This design comes from an exercise in tuning for small area on the open sky130 flow, not from production work.
The RTL was checked by simulation tests, not by an equivalence proof against the original design.
The flow treats the clock pin as an ideal source, which a real chip does not have.
No activity file was given, so power comes from the tool's default toggle rates.

File: design.v
module ReactionGame(
    input        CLOCK_50,
    input        reset,
    input  [1:0] KEY,
    output [9:0] LEDR,
    output [6:0] HEX0,
    output [6:0] HEX1
);
    reg [1:0] key_s1, key_s2, key_prev;
    always @(posedge CLOCK_50) begin
        key_s1   <= KEY;
        key_s2   <= key_s1;
        key_prev <= key_s2;
    end
    wire [1:0] key_edge = ~key_s2 & key_prev;
    reg [3:0] hi_o, lo;
    reg [3:0] hi_t_q;    
    wire [3:0] hi_t = hi_t_q ^ 4'b1111;
    reg  [31:0] lfsr;
    wire        fill, fill_bit;
    wire        fb = fill ? fill_bit : lfsr[31] ^ lfsr[21] ^ lfsr[1] ^ lfsr[0];
    always @(posedge CLOCK_50)
        lfsr <= {lfsr[30:0], fb};
    localparam S_IDLE = 2'd0, S_AF = 2'd1, S_A = 2'd3, S_R = 2'd2;
    reg [1:0] state;
    reg       chosen;         
    reg [3:0] tens, ones;     
    wire [3:0] o_inc, o_dec, t_inc, t_dec, ho_inc, ht_inc, lo_inc, lo_w;
    wire [6:0] seg_o, seg_t;
    wire ge33;
    assign o_inc[0] = (~ones[0]);
    assign o_inc[1] = (ones[1] & ~ones[0]) | (~ones[3] & ~ones[1] & ones[0]);
    assign o_inc[2] = (ones[2] & ~ones[0]) | (ones[2] & ~ones[1]) | (~ones[2] & ones[1] & ones[0]);
    assign o_inc[3] = (ones[3] & ~ones[0]) | (ones[2] & ones[1] & ones[0]);
    assign o_dec[0] = (~ones[0]);
    assign o_dec[1] = (ones[1] & ones[0]) | (ones[3] & ~ones[0]) | (ones[2] & ~ones[1] & ~ones[0]);
    assign o_dec[2] = (ones[2] & ones[0]) | (ones[3] & ~ones[0]) | (ones[2] & ones[1]);
    assign o_dec[3] = (ones[3] & ones[0]) | (~ones[3] & ~ones[2] & ~ones[1] & ~ones[0]);
    assign t_inc[0] = (~tens[0]);
    assign t_inc[1] = (~tens[1] & tens[0]) | (tens[1] & ~tens[0]);
    assign t_inc[2] = (tens[2] & ~tens[0]) | (tens[2] & ~tens[1]) | (~tens[2] & tens[1] & tens[0]);
    assign t_inc[3] = (tens[3]) | (tens[2] & tens[1] & tens[0]);
    assign t_dec[0] = (~tens[0]);
    assign t_dec[1] = (~tens[1] & ~tens[0]) | (tens[1] & tens[0]);
    assign t_dec[2] = (tens[2] & tens[0]) | (tens[3] & ~tens[0]) | (tens[2] & tens[1]);
    assign t_dec[3] = (tens[3] & tens[0]);
    assign ho_inc[0] = (~hi_o[0]);
    assign ho_inc[1] = (hi_o[1] & ~hi_o[0]) | (~hi_o[3] & ~hi_o[1] & hi_o[0]);
    assign ho_inc[2] = (hi_o[2] & ~hi_o[0]) | (hi_o[2] & ~hi_o[1]) | (~hi_o[2] & hi_o[1] & hi_o[0]);
    assign ho_inc[3] = (hi_o[3] & ~hi_o[0]) | (hi_o[2] & hi_o[1] & hi_o[0]);
    assign ht_inc[0] = (~hi_t[0]) | (hi_t[3] & hi_t[2]);
    assign ht_inc[1] = ~((~hi_t[1] & ~hi_t[0]) | (hi_t[1] & hi_t[0]) | (hi_t[3] & hi_t[2]));
    assign ht_inc[2] = (hi_t[2] & ~hi_t[0]) | (~hi_t[2] & hi_t[1] & hi_t[0]) | (~hi_t[3] & hi_t[2] & ~hi_t[1]);
    assign ht_inc[3] = (hi_t[3]) | (hi_t[2] & hi_t[1] & hi_t[0]);
    assign lo_inc[0] = (~lo[0]);
    assign lo_inc[1] = (~lo[1] & lo[0]) | (lo[1] & ~lo[0]);
    assign lo_inc[2] = (lo[2] & ~lo[1]) | (lo[2] & ~lo[0]) | (~lo[3] & ~lo[2] & lo[1] & lo[0]);
    assign lo_inc[3] = (lo[3] & ~lo[1]) | (lo[3] & ~lo[0]) | (lo[2] & lo[1] & lo[0]);
    assign seg_o[0] = (ones[2] & ~ones[1] & ~ones[0]) | (~ones[3] & ~ones[2] & ~ones[1] & ones[0]);
    assign seg_o[1] = (ones[2] & ones[1] & ~ones[0]) | (ones[2] & ~ones[1] & ones[0]);
    assign seg_o[2] = (~ones[2] & ones[1] & ~ones[0]);
    assign seg_o[3] = (ones[2] & ~ones[1] & ~ones[0]) | (ones[2] & ones[1] & ones[0]) | (~ones[3] & ~ones[2] & ~ones[1] & ones[0]);
    assign seg_o[4] = (ones[0]) | (ones[2] & ~ones[1]);
    assign seg_o[5] = (~ones[2] & ones[1]) | (ones[1] & ones[0]) | (~ones[3] & ~ones[2] & ones[0]);
    assign seg_o[6] = (~ones[3] & ~ones[2] & ~ones[1]) | (ones[2] & ones[1] & ones[0]);
    assign seg_t[0] = (tens[2] & ~tens[1] & ~tens[0]) | (~tens[3] & ~tens[2] & ~tens[1] & tens[0]);
    assign seg_t[1] = (tens[2] & tens[1] & ~tens[0]) | (tens[2] & ~tens[1] & tens[0]);
    assign seg_t[2] = (~tens[2] & tens[1] & ~tens[0]);
    assign seg_t[3] = (tens[2] & ~tens[1] & ~tens[0]) | (tens[2] & tens[1] & tens[0]) | (~tens[3] & ~tens[2] & ~tens[1] & tens[0]);
    assign seg_t[4] = (tens[0]) | (tens[2] & ~tens[1]);
    assign seg_t[5] = (~tens[2] & tens[1]) | (tens[1] & tens[0]) | (~tens[3] & ~tens[2] & tens[0]);
    assign seg_t[6] = (~tens[3] & ~tens[2] & ~tens[1]) | (tens[2] & tens[1] & tens[0]);
    assign ge33 = (tens[2]) | (tens[3]) | (tens[1] & tens[0] & ones[2]) | (tens[1] & tens[0] & ones[3]) | (tens[1] & tens[0] & ones[1] & ones[0]);
    assign lo_w[0] = ~((tens[2]) | (tens[3]) | (tens[1] & tens[0]) | (tens[0] & ~ones[3] & ~ones[2]) | (tens[1] & ones[3]) | (tens[0] & ones[2] & ~ones[1]) | (tens[1] & ones[2] & ones[0]) | (~tens[0] & ones[3] & ones[0]) | (tens[1] & ones[2] & ones[1]) | (tens[0] & ~ones[3] & ~ones[0]) | (~tens[1] & ~ones[3] & ~ones[2] & ~ones[1] & ~ones[0]));
    assign lo_w[1] = (~tens[3] & ~tens[2] & ~tens[1] & tens[0]) | (~tens[2] & tens[1] & ~tens[0] & ~ones[3] & ~ones[2]) | (~tens[3] & ~tens[2] & ~tens[1] & ones[3] & ones[0]) | (~tens[2] & tens[1] & ~tens[0] & ones[2] & ~ones[1] & ~ones[0]);
    assign lo_w[2] = ~((~tens[1]) | (tens[2]) | (tens[0] & ones[2]) | (~tens[0] & ~ones[3] & ~ones[2]) | (tens[0] & ones[3]) | (ones[2] & ~ones[1] & ~ones[0]) | (~ones[2] & ones[1] & ones[0]));
    assign lo_w[3] = 1'b0;
    wire o9 = (ones[3] & ones[0]);
    wire o0 = (~ones[3] & ~ones[2] & ~ones[1] & ~ones[0]);
    wire t9 = (tens[3] & tens[0]);
    wire t0 = (~tens[3] & ~tens[2] & ~tens[1] & ~tens[0]);
    wire ho9 = (hi_o[3] & hi_o[0]);
    wire ho5 = (hi_o[2] & ~hi_o[1] & hi_o[0]);
    wire ht12 = (hi_t[3] & hi_t[2] & ~hi_t[0]);
    wire lo11 = (lo[3] & lo[1] & lo[0]);
    wire lo0 = (~lo[3] & ~lo[2] & ~lo[1] & ~lo[0]);
    wire zero     = lo0 & ht12 & ho5;
    assign fill     = (hi_t == 4'd13) & (hi_o == 4'd3 || hi_o == 4'd4 || hi_o == 4'd5);
    assign fill_bit = (hi_o == 4'd5 && lo >= 4'd4) ? (lo == 4'd10) : ~(lo[1] ^ lo[0]);
    wire active   = state[0];
    wire idle     = (state == S_IDLE);
    wire correct  = chosen ? key_edge[1] : key_edge[0];
    wire any_edge = |key_edge;
    wire done     = any_edge || zero;
    wire s99      = t9 & o9;
    wire s0       = t0 & o0;
    reg [11:0] idle_v;
    always @(*) begin
        case (lfsr[1:0])
            2'b00:   idle_v = {4'd10, 4'd4, 4'd2};
            2'b01:   idle_v = {4'd8, 4'd3, 4'd4};
            2'b10:   idle_v = {4'd4, 4'd1, 4'd8};
            default: idle_v = {4'd0, 4'd0, 4'd0};
        endcase
        if (reset) idle_v = {4'd13, 4'd3, 4'd4};
    end
    always @(posedge CLOCK_50) begin
        if (reset || state == S_R) begin
            hi_t_q <= (idle_v[11:8]) ^ 4'b1111;
            hi_o <= idle_v[7:4];
            lo   <= idle_v[3:0];
        end else if (idle && zero) begin
            hi_t_q <= (ge33 ? 4'd10 : tens) ^ 4'b1111;
            hi_o <= ge33 ? 4'd0 : ones;
            lo   <= lo_w;
        end else if (lo11) begin
            lo <= lo_inc;
            hi_o <= ho_inc;
            if (ho9) hi_t_q <= (ht_inc) ^ 4'b1111;
        end else begin
            lo <= lo_inc;
        end
        if (idle)
            chosen <= lfsr[1];
        if (reset) begin
            state <= S_IDLE;
            tens <= 4'd0;
            ones <= 4'd0;
        end else begin
            if (active && correct) begin
                if (!s99) begin
                    ones <= o_inc;
                    if (o9) tens <= t_inc;
                end
            end else if (active && done) begin
                if (!s0) begin
                    ones <= o_dec;
                    if (o0) tens <= t_dec;
                end
            end
            state[1] <= active;
            state[0] <= active ? !done : (idle && zero);
        end
    end
    wire lit = ~reset & state[1];    
    assign LEDR[9:2] = 8'b0;
    assign LEDR[1] = lit & chosen;
    assign LEDR[0] = lit & ~chosen;
    assign HEX0 = seg_o;
    assign HEX1 = seg_t;
endmodule
File: flow/run.sh
#!/bin/bash
# Own layout flow: the standard synthesis, an area re-mapping of its
# combinational logic (flip-flops untouched, proven equivalent), then the
# standard layout steps.
set -euo pipefail
W=$(pwd)
F=$W/flow
R=$W/orfs/results/$FLOW_PLATFORM/ReactionGame/base
LIB=$FLOW_HOME/platforms/$FLOW_PLATFORM/lib/sky130_fd_sc_hd__tt_025C_1v80.lib
DONTUSE=$(cat "$F/dontuse.txt")

bash standard.sh synth > "$W/log_synth.txt" 2>&1
cp "$R/1_2_yosys.v" "$W/std.v"
python3 "$F/cutff.py" "$W/std.v" "$W/std_cut.v" > "$W/log_cut.txt" 2>&1

# Several seeds of ABC's deep synthesis in parallel; keep the smallest
# re-mapping that is proven equivalent to the standard netlist.
# 24 runs: deep synthesis from the netlist as it is or from a &synch2 &dc2
# rewrite of it, mapped after dch or dch -f, with seeds 1..6.
subst() { sed -e "s|@LIB@|$LIB|g" -e "s|@TOP@|$FLOW_TOP|g" -e "s|@ABC@|$2/abc.script|g" -e "s|@SEED@|$3|g" -e "s|@PRE@|$4|g" -e "s|@MAP@|$5|g" -e "s|@DONTUSE@|$DONTUSE|g" "$1"; }
RUNS=$(seq 1 24)
for s in $RUNS; do
  D=$W/reopt_$s
  SEED=$(( (s - 1) % 6 + 1 ))
  if (( (s - 1) / 6 % 2 == 1 )); then PRE="\&synch2; \&dc2"; else PRE=""; fi
  if (( (s - 1) / 12 == 1 )); then MAP="dch -f"; else MAP="dch"; fi
  mkdir -p "$D"
  subst "$F/abc.script" "$D" $SEED "$PRE" "$MAP" | tr ';' '\n' > "$D/abc.script"
  subst "$F/reopt.ys" "$D" $SEED "" "" > "$D/reopt.ys"
  subst "$F/equiv.ys" "$D" $SEED "" "" > "$D/equiv.ys"
  ( cd "$D" && yosys -s reopt.ys > log_reopt.txt 2>&1 &&
    python3 "$F/cutff.py" out.v out_cut.v > log_cut.txt 2>&1 &&
    cp "$W/std_cut.v" std_cut.v &&
    yosys -s equiv.ys > log_equiv.txt 2>&1 &&
    python3 "$F/area.py" out.v "$LIB" | tail -1 | awk '{print $2}' > area.txt ) &
  if (( s % 4 == 0 )); then wait; fi
done
wait
best=""; besta=""
for s in $RUNS; do
  a=$(cat "$W/reopt_$s/area.txt" 2>/dev/null || true)
  [[ -n "$a" ]] || continue
  if [[ -z "$besta" ]] || awk "BEGIN{exit !($a < $besta)}"; then best=$s; besta=$a; fi
done
echo "best seed: ${best:-none} area ${besta:-none}" > "$W/log_pick.txt"
if [[ -n "$best" ]]; then
  cp "$W/reopt_$best/out.v" "$W/out.v"
  cp "$W/out.v" "$R/1_2_yosys.v"
  rm -f "$R/1_synth.odb" "$R/1_synth.sdc"
fi
bash standard.sh BUFFER_PORTS_ARGS="-buffer_cell sky130_fd_sc_hd__buf_1" SKIP_REPAIR_TIE_FANOUT=1 PRE_CTS_TCL="$F/cts_pre.tcl" CTS_ARGS="-sink_clustering_enable -repair_clock_nets -dont_use_dummy_load -buf_list sky130_fd_sc_hd__buf_6 -sink_clustering_size 20 -sink_clustering_max_diameter 60" finish > "$W/log_finish.txt" 2>&1
File: flow/abc.script
strash
&get -n
@PRE@
&deepsyn -T 40 -S @SEED@
&put
@MAP@
amap
topo
File: flow/area.py
import re,sys,collections
lib=sys.argv[2]
A={}
cur=None
for line in open(lib):
    m=re.match(r'\s*cell\s*\(\s*"?(\w+)"?\s*\)',line)
    if m: cur=m.group(1); continue
    m=re.match(r'\s*area\s*:\s*([\d.]+)',line)
    if m and cur: A[cur]=float(m.group(1)); cur=None
c=collections.Counter(re.findall(r'^\s*(sky130_fd_sc_hd__\w+)\s',open(sys.argv[1]).read(),re.M))
tot=0
rows=[]
for k,n in c.items():
    if any(x in k for x in ['fill','tap','decap']): continue
    rows.append((A[k]*n,k,n)); tot+=A[k]*n
for a,k,n in sorted(rows,reverse=True): print(f"{k[16:]:16s} {n:4d} {a:8.1f}")
print("total",tot)
File: flow/cts_pre.tcl
# Manual clock tree: the flip-flops are split into K clusters by position
# (k-means); each cluster gets a leaf buffer at its centre, fed by an
# optional root buffer or straight from the clock port.
proc my_cts { K leafcell rootcell } {
  set block [ord::get_db_block]
  set pts {}
  foreach it [[$block findNet CLOCK_50] getITerms] {
    set inst [$it getInst]
    set bb [$inst getBBox]
    lappend pts [list [$inst getName]/[[$it getMTerm] getName] [expr {([$bb xMin]+[$bb xMax])/2.0}] [expr {([$bb yMin]+[$bb yMax])/2.0}]]
  }
  set n [llength $pts]
  # k-means, initial centres from the sorted x order
  set sorted [lsort -real -index 1 $pts]
  set cs {}
  for {set k 0} {$k < $K} {incr k} {
    set p [lindex $sorted [expr {int(($k + 0.5) * $n / $K)}]]
    lappend cs [list [lindex $p 1] [lindex $p 2]]
  }
  set cap [expr {($n + $K - 1) / $K + 1}]
  for {set iter 0} {$iter < 50} {incr iter} {
    # capacitated assignment: closest (sink, cluster) pairs first
    set pairs {}
    for {set i 0} {$i < $n} {incr i} {
      set p [lindex $pts $i]
      for {set k 0} {$k < $K} {incr k} {
        set c [lindex $cs $k]
        lappend pairs [list [expr {abs([lindex $p 1]-[lindex $c 0]) + abs([lindex $p 2]-[lindex $c 1])}] $i $k]
      }
    }
    set asg [lrepeat $n -1]
    set cnt [lrepeat $K 0]
    foreach pr [lsort -real -index 0 $pairs] {
      lassign $pr d i k
      if {[lindex $asg $i] >= 0 || [lindex $cnt $k] >= $cap} continue
      lset asg $i $k
      lset cnt $k [expr {[lindex $cnt $k] + 1}]
    }
    set ncs {}
    for {set k 0} {$k < $K} {incr k} {
      set sx 0; set sy 0; set m 0
      foreach p $pts a $asg { if {$a == $k} { set sx [expr {$sx+[lindex $p 1]}]; set sy [expr {$sy+[lindex $p 2]}]; incr m } }
      if {$m > 0} { lappend ncs [list [expr {$sx/$m}] [expr {$sy/$m}]] } else { lappend ncs [lindex $cs $k] }
    }
    set cs $ncs
  }
  set dbu [$block getDbUnitsPerMicron]
  set leafins {}
  for {set k 0} {$k < $K} {incr k} {
    set pins {}
    foreach p $pts a $asg { if {$a == $k} { lappend pins [get_pins [lindex $p 0]] } }
    if {[llength $pins] == 0} continue
    set c [lindex $cs $k]
    insert_buffer -buffer_cell $leafcell -net CLOCK_50 -load_pins $pins \
      -location [list [expr {[lindex $c 0]/$dbu}] [expr {[lindex $c 1]/$dbu}]] \
      -buffer_name clkleaf_$k -net_name clknet_leaf_$k
    lappend leafins [get_pins clkleaf_$k/A]
    puts "my_cts: cluster $k [llength $pins] sinks"
  }
  if {$rootcell ne ""} {
    set sx 0; set sy 0
    foreach c $cs { set sx [expr {$sx+[lindex $c 0]}]; set sy [expr {$sy+[lindex $c 1]}] }
    insert_buffer -buffer_cell $rootcell -net CLOCK_50 -load_pins $leafins \
      -location [list [expr {$sx/$K/$dbu}] [expr {$sy/$K/$dbu}]] \
      -buffer_name clkroot -net_name clknet_root
  }
}

my_cts 4 sky130_fd_sc_hd__buf_6 {}
File: flow/cutff.py
#!/usr/bin/env python3
"""Cut the flip-flops of a Yosys-written gate netlist: each flip-flop
instance becomes an input (its current state, named after the instance)
and an output (its next state), so that two netlists with the same
flip-flop instances can be compared combinationally.
usage: cutff.py IN.v OUT.v"""
import re, sys
src = open(sys.argv[1]).read()
inst_re = re.compile(r'^\s*(sky130_fd_sc_hd__(e?dfxtp)_\d+)\s+(\S+)\s*\((.*?)\);\s*$', re.M | re.S)
pin_re = re.compile(r'\.(\w+)\(([^()]*)\)')
ins, outs, assigns = [], [], []
def canon(name):
    return "ff_" + re.sub(r'[^A-Za-z0-9_]', '_', name)
seen = set()
def repl(m):
    kind, name, body = m.group(2), m.group(3), m.group(4)
    pins = {p: n.strip() + " " for p, n in pin_re.findall(body)}
    c = canon(name)
    assert c not in seen, c
    seen.add(c)
    ins.append(c + "_q"); outs.append(c + "_n")
    assigns.append(f"  assign {pins['Q']} = {c}_q;")
    if kind == "edfxtp":
        assigns.append(f"  assign {c}_n = {pins['DE']} ? {pins['D']} : {c}_q;")
    else:
        assigns.append(f"  assign {c}_n = {pins['D']};")
    return ""
body = inst_re.sub(repl, src)
m = re.search(r'module\s+(\w+)\s*\(([^)]*)\);', body)
ports = m.group(2).strip()
newports = ", ".join([ports] + ins + outs)
decl = "\n".join([f"  input {x};" for x in ins] + [f"  output {x};" for x in outs])
body = body[:m.start()] + f"module {m.group(1)}({newports});\n{decl}\n" + body[m.end():]
body = body.replace("endmodule", "\n".join(assigns) + "\nendmodule", 1)
open(sys.argv[2], "w").write(body)
print(len(ins), "flip-flops cut", file=sys.stderr)
File: flow/dontuse.txt
-dont_use sky130_fd_sc_hd__lpflow_bleeder_1 -dont_use sky130_fd_sc_hd__lpflow_clkbufkapwr_1 -dont_use sky130_fd_sc_hd__lpflow_clkbufkapwr_16 -dont_use sky130_fd_sc_hd__lpflow_clkbufkapwr_2 -dont_use sky130_fd_sc_hd__lpflow_clkbufkapwr_4 -dont_use sky130_fd_sc_hd__lpflow_clkbufkapwr_8 -dont_use sky130_fd_sc_hd__lpflow_clkinvkapwr_1 -dont_use sky130_fd_sc_hd__lpflow_clkinvkapwr_16 -dont_use sky130_fd_sc_hd__lpflow_clkinvkapwr_2 -dont_use sky130_fd_sc_hd__lpflow_clkinvkapwr_4 -dont_use sky130_fd_sc_hd__lpflow_clkinvkapwr_8 -dont_use sky130_fd_sc_hd__lpflow_decapkapwr_12 -dont_use sky130_fd_sc_hd__lpflow_decapkapwr_3 -dont_use sky130_fd_sc_hd__lpflow_decapkapwr_4 -dont_use sky130_fd_sc_hd__lpflow_decapkapwr_6 -dont_use sky130_fd_sc_hd__lpflow_decapkapwr_8 -dont_use sky130_fd_sc_hd__lpflow_inputiso0n_1 -dont_use sky130_fd_sc_hd__lpflow_inputiso0p_1 -dont_use sky130_fd_sc_hd__lpflow_inputiso1n_1 -dont_use sky130_fd_sc_hd__lpflow_inputiso1p_1 -dont_use sky130_fd_sc_hd__lpflow_inputisolatch_1 -dont_use sky130_fd_sc_hd__lpflow_isobufsrc_1 -dont_use sky130_fd_sc_hd__lpflow_isobufsrc_16 -dont_use sky130_fd_sc_hd__lpflow_isobufsrc_2 -dont_use sky130_fd_sc_hd__lpflow_isobufsrc_4 -dont_use sky130_fd_sc_hd__lpflow_isobufsrc_8 -dont_use sky130_fd_sc_hd__lpflow_isobufsrckapwr_16 -dont_use sky130_fd_sc_hd__lpflow_lsbuf_lh_hl_isowell_tap_1 -dont_use sky130_fd_sc_hd__lpflow_lsbuf_lh_hl_isowell_tap_2 -dont_use sky130_fd_sc_hd__lpflow_lsbuf_lh_hl_isowell_tap_4 -dont_use sky130_fd_sc_hd__lpflow_lsbuf_lh_isowell_4 -dont_use sky130_fd_sc_hd__lpflow_lsbuf_lh_isowell_tap_1 -dont_use sky130_fd_sc_hd__lpflow_lsbuf_lh_isowell_tap_2 -dont_use sky130_fd_sc_hd__lpflow_lsbuf_lh_isowell_tap_4 -dont_use sky130_fd_sc_hd__probe_p_8 -dont_use sky130_fd_sc_hd__probec_p_8 
File: flow/equiv.ys
# Check that out.v computes what std.v computes: both with their flip-flops
# cut (cutff.py) and paired by instance name, compared by SAT.
read_liberty -ignore_miss_func @LIB@
read_verilog std_cut.v
rename @TOP@ gold
read_verilog out_cut.v
rename @TOP@ gate
hierarchy -check
flatten gold gate
delete t:$scopeinfo
opt_clean
miter -equiv -flatten -make_assert gold gate miter
hierarchy -top miter
sat -verify -prove-asserts
File: flow/reopt.ys
# Re-map the combinational logic of the standard synthesis for area. The
# flip-flop instances (names and cell types) are kept as they are.
read_liberty -ignore_miss_func @LIB@
read_verilog ../std.v
hierarchy -top @TOP@
setattr -mod -set keep_hierarchy 1 sky130_fd_sc_hd__*df* sky130_fd_sc_hd__*dl*
flatten
delete t:$scopeinfo
opt_clean -purge
select @TOP@
opt -full
abc -liberty @LIB@ @DONTUSE@ -script @ABC@
opt_clean -purge
hilomap -singleton -hicell sky130_fd_sc_hd__conb_1 HI -locell sky130_fd_sc_hd__conb_1 LO
splitnets
opt_clean -purge
write_verilog -noattr -nohex -nodec -selected out.v
File: standard.sh
#!/bin/bash
# synth_recipe.tcl (not shown) runs the flow's synth.tcl, then flattens the netlist and writes it again
# the make line also repeats each setting of config.mk as NAME=value (left out here)
make -C /OpenROAD-flow-scripts/flow DESIGN_CONFIG=/design/flow/config.mk WORK_HOME=/design/flow/orfs CLKGATE_MAP_FILE= SYNTH_SCRIPT=/design/flow/synth_recipe.tcl "${@:-finish}"
File: config.mk
export PLATFORM = sky130hd
export DESIGN_NAME = ReactionGame
export DESIGN_NICKNAME = ReactionGame
export VERILOG_FILES = /design/flow/design.v
export SDC_FILE = /design/flow/constraint.sdc
export NUM_CORES = 4
export LEC_CHECK = 0
export CAP_MARGIN = 20
export CORE_MARGIN = 2
export CORE_UTILIZATION = 40
export SLEW_MARGIN = 20
File: constraint.sdc
create_clock -name core_clock -period 25.0 [get_ports {CLOCK_50}]
set_input_delay 5.0000 -clock core_clock [delete_from_list [all_inputs] [get_ports {CLOCK_50}]]
set_output_delay 5.0000 -clock core_clock [all_outputs]
set_load 0.01 [all_outputs]
==> results.txt <==
## worst max-delay path: cells and delay by family
family,cells,cell delay [ns]
buffers and inverters,3,0.76
AND/OR/NAND/NOR,2,0.22
## per-layer routing
metal,vias up,wire length [um],track usage
li1,862,-,-
met1,756,2080,0.207
met2,39,1880,0.242
met3,8,173,0.0128
met4,0,65,0.0214
met5,-,0,0
## state kept, by name, summed over array words and instances, names as in the netlist, named ones only
signal,flops
tens,4
ones,2
hi_o,3
key_prev,2
lfsr,32
state,2
lo,4
chosen,1
hi_t_q,4
key_s1,2
key_s2,2
## metrics by stage
step	worst slack, ns	instance area [um^2]	instances	hold slack, ns
global placement	14.06	2320	323	0.311
CTS	14.03	2360	327	0.312
global route	13.89	2360	327	0.340
detailed placement	14.03	2320	323	0.312
floorplan	14.72	2160	234	0.310
finish	14.02	2360	327	0.328
## final cells by class, clock buffers not listed
type / instances / area [um^2]
timing repair buffer: 19 / 71.3
tap: 70 / 87.6
fill: 515 / 2810
sequential: 61 / 1310
multi-input combinational: 142 / 732
inverter: 31 / 116
## how the worst max path moves through the flow
stage / from / end / slack [ns] / cells after the start
after CTS: reset / LEDR[1] / 14.03 / 5
after floorplan: reset / LEDR[0] / 14.72 / 3
after detailed placement: reset / LEDR[0] / 14.03 / 5
after global placement: reset / LEDR[0] / 14.06 / 5
after global routing: reset / LEDR[0] / 13.89 / 5
final: reset / LEDR[0] / 14.02 / 5
## power by group
part	leakage [nW]	total (mW)	switching, mW	internal [mW]
Combinational	0.317	0.0191	0.0122	0.00695
Sequential	0.524	0.141	0.0104	0.130
Clock	0.0242	0.0356	0.0227	0.0129
==> flow_metrics.env <==
export IMPL_run_status="finished clean"
export IMPL_post_route_util=0.457
export IMPL_power_density_nw_per_um2=82.7
export IMPL_drive_gt1_frac=0.0156
export IMPL_antenna_found_initial=0
export IMPL_avgSynthCellArea_um2=9.23
export IMPL_antenna_diode_count=0
export IMPL_finalPower_uw=196
export IMPL_first_iter_violations=57
export IMPL_core_area_um2=5170
export IMPL_hold_path_class="flip-flop to flip-flop"
export IMPL_max_freq_ghz=0.0911
export IMPL_drtPass1Iterations=4
export IMPL_cpPeakStageDelay_ns=0.45
export IMPL_netlist_area_um2=2160
export IMPL_path_cells="buf_1 > clkinv_1 > nand2_1 > nor2_1 > buf_1"
export IMPL_mostFrequentLayoutCells="52 x dfxtp_1, 42 x nor2_1, 31 x clkinv_1, 19 x buf_1"
export IMPL_peakVddDrop_mv=0.0430
export IMPL_slew_violations=0
export IMPL_io_pins=28
export IMPL_grt_overflow=0
export IMPL_wl_per_cell_um=12.9
export IMPL_r2r_start="hi_o[0]$_DFFE_PP_"
export IMPL_critPathCaptureType="output pin"
export IMPL_die_h_um=77.5
export IMPL_hold_start="lfsr[8]$_DFF_P_"
export IMPL_cp_max_fo=13
export IMPL_period_needed_ns=10.98
export IMPL_drt_total_wl_um=4200
export IMPL_dieArea_um2=6000
export IMPL_period_share=0.439
export IMPL_postCtsHoldBufs=0
export IMPL_holdPathEnd="lfsr[9]$_DFF_P_"
export IMPL_postCtsSetupBuffers=0
export IMPL_insertion_delay_ns=0.13
export IMPL_grt_pass1_vias=1616
export IMPL_hpwlAfterDp_um=3150
export IMPL_yosys_warnings=1
export IMPL_synthesis_instances=234
export IMPL_start_util=0.418
export IMPL_rows=26
export IMPL_critical_path_required_ns=20.00
export IMPL_critical_path_arrival_ns=5.98
export IMPL_r2r_setup_slack_ns=21.71
export IMPL_hold_depth=0
export IMPL_worst_slew_pin_slew_ns=0.664
export IMPL_critPathLaunchType="input port"
export IMPL_routabilityCongestion=0.858
export IMPL_fin_tns_setup_ns=0
export IMPL_p_leak_nw=0.865
export IMPL_remaining_drc_errors=0
export IMPL_r2r_end="hi_t_q[0]$_DFFE_PP_"
export IMPL_max_cap_violations=0
export IMPL_crit_type="input port to output pin"
export IMPL_grt_util_all_layers=0.144
export IMPL_final_common_cell="dfxtp_1"
export IMPL_skew_ns=0.00869
export IMPL_r2r_cells=12
export IMPL_cp_slowest_cell="buf_1"
export IMPL_grt_max_degree=18
export IMPL_clk_pin_slew_worst_paths_ns=0.10
export IMPL_die_w_um=77.5
export IMPL_synth_nets=238
export IMPL_maxSlewHeadroom=0.552
export IMPL_antenna_left=0
export IMPL_viasPerCell=5.09
export IMPL_area_growth_syn_to_layout_pct=9.44
export IMPL_setup_violations_final=0
export IMPL_vias=1665
export IMPL_final_net_count=263
export IMPL_ctsResizeCount=0
export IMPL_hold_viol=0
export IMPL_grt_pass1_wl_um=7330
export IMPL_rsz0062_at_grt="no"
export IMPL_portBuffers=19
export IMPL_cpMostUsedCell="buf_1"

## port drivers added, routing unchanged
The results above use ideal ports. As a check the final layout listed here was re-extracted and re-timed, cells and wires unchanged. Step 1: set_driving_cell puts a clkbuf_16 on CLOCK_50 and a buf_2 on each other input, an assumption about the parent block. Step 2 moves the port delays by t, midway between the first and last clock arrival at a register: inputs arrive t later, outputs are due t later. That takes back most of the time a late clock gives input paths. a / b / c = ideal ports / drivers / drivers and shift; a / b = the first two.
t, ns: 0.180
setup WS [ns]: 14.018 / 13.995 / 13.995
worst setup path at the end: input to output
latest minus earliest clock arrival (ns): 0.010 / 0.010
worst register clock-pin slew, ns: 0.10 / 0.10
After both steps setup and hold are still met in this run. The setup slack of this run moves by -0.023 ns with the drivers and by -0.023 ns with both steps.
